This is an optimization exercise on Yosys and OpenROAD, whose aim is small area, a short achievable clock period and few clock cycles, not a production implementation.
Only simulation tests tie the RTL to the original design; equivalence was not proved.

// lenet
module lenet (
    input wire clk,
    input wire rst_n,
    input wire compute_start,
    output reg compute_finish,
    input wire [31:0] scale_CONV1,
    input wire [31:0] scale_CONV2,
    input wire [31:0] scale_CONV3,
    input wire [31:0] scale_FC1,
    input wire [31:0] scale_FC2,
    output wire [ 3:0] sram_weight_wea0,
    output wire [15:0] sram_weight_addr0,
    output wire [31:0] sram_weight_wdata0,
    input wire [31:0] sram_weight_rdata0,
    output wire [ 3:0] sram_weight_wea1,
    output wire [15:0] sram_weight_addr1,
    output wire [31:0] sram_weight_wdata1,
    input wire [31:0] sram_weight_rdata1,
    output reg [ 3:0] sram_act_wea0,
    output wire [15:0] sram_act_addr0,
    output wire [31:0] sram_act_wdata0,
    input wire [31:0] sram_act_rdata0,
    output reg [ 3:0] sram_act_wea1,
    output wire [15:0] sram_act_addr1,
    output wire [31:0] sram_act_wdata1,
  ...
Settings: LEC_CHECK=0, CAP_MARGIN=20, CORE_MARGIN=2, CORE_UTILIZATION=65, PLACE_DENSITY=0.75, SLEW_MARGIN=20; clock period 14.0 ns.
run.sh (not shown) runs the stock make flow with config.mk's settings and CLKGATE_MAP_FILE= SYNTH_SCRIPT=/design/flow/synth_recipe.tcl, a recipe that flattens the netlist after the stock synthesis.
Testbench counts at the start, summed over its fixed seeds: cycles 690,072.
Edit:
--- a/flow/design.v
+++ b/flow/design.v
@@ -49,23 +49,24 @@
     wire conv_last = grp_e & dy & j_e & py_e & f_e;
     wire at_last = conv ? conv_last : (k_e & n_e);
     reg [9:0] ap;           
     reg [9:0] rb;           
     reg [13:0] wa0, wa1;    
     reg [13:0] wb;          
     reg [9:0] aa0, aa1;     
     reg q_n;                
     reg t1v, t1f, t1l, t1d, t1g, t1q, t1a, t1b;
     reg t2v, t2f, t2l, t2d, t2g, t2q, t2a, t2b;
     reg t3v, t3f, t3l, t3d, t3g, t3a;
-    reg t4v, t4f, t4l, t4d, t4g;
+    reg t4v, t4l, t4d, t4g;
+    reg clr0, clr1, clr2, clr3;   
     reg t5v, t5d, t5g;
     reg go;                 
     reg [3:0] rq_cnt;
     wire pipe_empty = ~(t1v | t2v | t3v | t4v | t5v | go | (rq_cnt != 4'd0) | wr_req);
     reg [11:0] wptr;
     reg rq_g;               
     wire [2:0] r_n = r_e ? 3'd0 : r + 3'd1;
     wire [2:0] c_n = c_e ? 3'd0 : c + 3'd1;
     wire [2:0] j_n = j_e ? 3'd0 : j + 3'd1;
     wire [3:0] py_n = py_e ? 4'd0 : py + 4'd1;
     wire [5:0] k_n = k_e ? 6'd0 : k + 6'd1;
@@ -244,23 +245,23 @@
     reg [7:0] A0, A1, A2, A3, A4, A5, A6, A7;   
     reg [7:0] W0, W1, W2, W3, W4;               
     reg [7:0] V0, V1, V2, V3, V4;               
     wire [63:0] ab = {sram_act_rdata1, sram_act_rdata0};
     wire [63:0] wbt = {sram_weight_rdata1, sram_weight_rdata0};
     wire [7:0] W0_n = t2q ? wbt[47:40] : wbt[7:0];
     wire [7:0] W1_n = t2q ? wbt[55:48] : wbt[15:8];
     always @(posedge clk) begin
         t2v <= t1v & rst_q; t2f <= t1f; t2l <= t1l; t2d <= t1d; t2g <= t1g;
         t2q <= t1q; t2a <= t1a; t2b <= t1b;
         t3v <= t2v & rst_q; t3f <= t2f; t3l <= t2l; t3d <= t2d; t3g <= t2g; t3a <= t2a;
-        t4v <= t3v & rst_q; t4f <= t3f; t4l <= t3l; t4d <= t3d; t4g <= t3g;
+        t4v <= t3v & rst_q; t4l <= t3l; t4d <= t3d; t4g <= t3g;
         A0 <= t2v ? ab[7:0] : 8'd0;
         A1 <= t2v ? ab[15:8] : 8'd0;
         A2 <= t2v ? ab[23:16] : 8'd0;
         A3 <= t2v ? ab[31:24] : 8'd0;
         A4 <= (t2v & ~t2a) ? ab[39:32] : 8'd0;
         A5 <= (t2v & ~t2b) ? ab[47:40] : 8'd0;
         A6 <= (t2v & ~t2b) ? ab[55:48] : 8'd0;
         A7 <= (t2v & ~t2b) ? ab[63:56] : 8'd0;
         W0 <= W0_n;
         W1 <= W1_n;
         W2 <= t2q ? wbt[63:56] : wbt[23:16];
@@ -282,26 +283,32 @@
              .r0(p2r0), .r1(p2r1), .r2(p2r2));
     csa5 m3 (.a0(A3), .w0(V0), .a1(A4), .w1(V1), .a2(A5), .w2(V2), .a3(A6), .w3(V3), .a4(A7), .w4(V4),
              .r0(p3r0), .r1(p3r1), .r2(p3r2));
     reg [23:0] R00, R01, R02, R10, R11, R12, R20, R21, R22, R30, R31, R32;
     always @(posedge clk) begin
         R00 <= p0r0; R01 <= p0r1; R02 <= p0r2;
         R10 <= p1r0; R11 <= p1r1; R12 <= p1r2;
         R20 <= p2r0; R21 <= p2r1; R22 <= p2r2;
         R30 <= p3r0; R31 <= p3r1; R32 <= p3r2;
     end
     reg signed [23:0] acc0, acc1, acc2, acc3;
-    wire [23:0] ai0 = t4f ? 24'd0 : acc0;
-    wire [23:0] ai1 = t4f ? 24'd0 : acc1;
-    wire [23:0] ai2 = t4f ? 24'd0 : acc2;
-    wire [23:0] ai3 = t4f ? 24'd0 : acc3;
+    always @(posedge clk) begin
+        clr0 <= t3f;
+        clr1 <= t3f | dense;
+        clr2 <= t3f | dense | (s_c2 & t3g);
+        clr3 <= t3f | (s_c2 & t3g);
+    end
+    wire [23:0] ai0 = clr0 ? 24'd0 : acc0;
+    wire [23:0] ai1 = clr1 ? 24'd0 : acc1;
+    wire [23:0] ai2 = clr2 ? 24'd0 : acc2;
+    wire [23:0] ai3 = clr3 ? 24'd0 : acc3;
     wire [23:0] s0, c0, s1, c1, s2, c2, s3, c3;
     csa_acc x0 (.acc(ai0), .r0(R00), .r1(R01), .r2(R02), .s(s0), .c(c0));
     csa_acc x1 (.acc(ai1), .r0(R10), .r1(R11), .r2(R12), .s(s1), .c(c1));
     csa_acc x2 (.acc(ai2), .r0(R20), .r1(R21), .r2(R22), .s(s2), .c(c2));
     csa_acc x3 (.acc(ai3), .r0(R30), .r1(R31), .r2(R32), .s(s3), .c(c3));
     always @(posedge clk) begin
         t5v <= t4v & t4l & rst_q;
         t5d <= t4d;
         t5g <= t4g;
         acc0 <= s0 + c0;
         acc1 <= s1 + c1;
What happened: The changed run ran to the end with no violations; via count is about the same; count of clock-buffer cells in the layout stays the same; area after synthesis barely changes; clock skew went down by 17 ps; final area is about the same; die area is about the same; wire length falls by 0.60%.
Testbench counts after the change, summed over its fixed seeds: cycles 690,072.

==> static timing again, ports no longer ideal <==
Ports are ideal in the flow. The routed layouts listed here were re-timed in OpenROAD.
Step 1 (the two cells are an assumption about what drives the block):
set clk [get_ports {clk}]
set_driving_cell -lib_cell sky130_fd_sc_hd__clkbuf_16 $clk
set_driving_cell -lib_cell sky130_fd_sc_hd__buf_2 [delete_from_list [all_inputs] $clk]
Step 2 moves the port delays by t, midway between the first and last clock arrival at a register: inputs arrive t later, outputs are due t later. That takes back most of the time a late clock gives input paths.
Three values: ideal, step 1, step 2; two values: the first two.
| run | t, ns | slack for setup (ns) | worst setup path after step 2 | slew at the worst register clock pin (ns) |
|---|---|---|---|---|
| the first run | 0.801 | 8.481 / 8.481 / 8.481 | register to register | 0.07 / 0.07 |
| the second run | 0.806 | 8.983 / 8.983 / 8.983 | register to register | 0.07 / 0.07 |
After both steps every run listed still meets setup and hold.
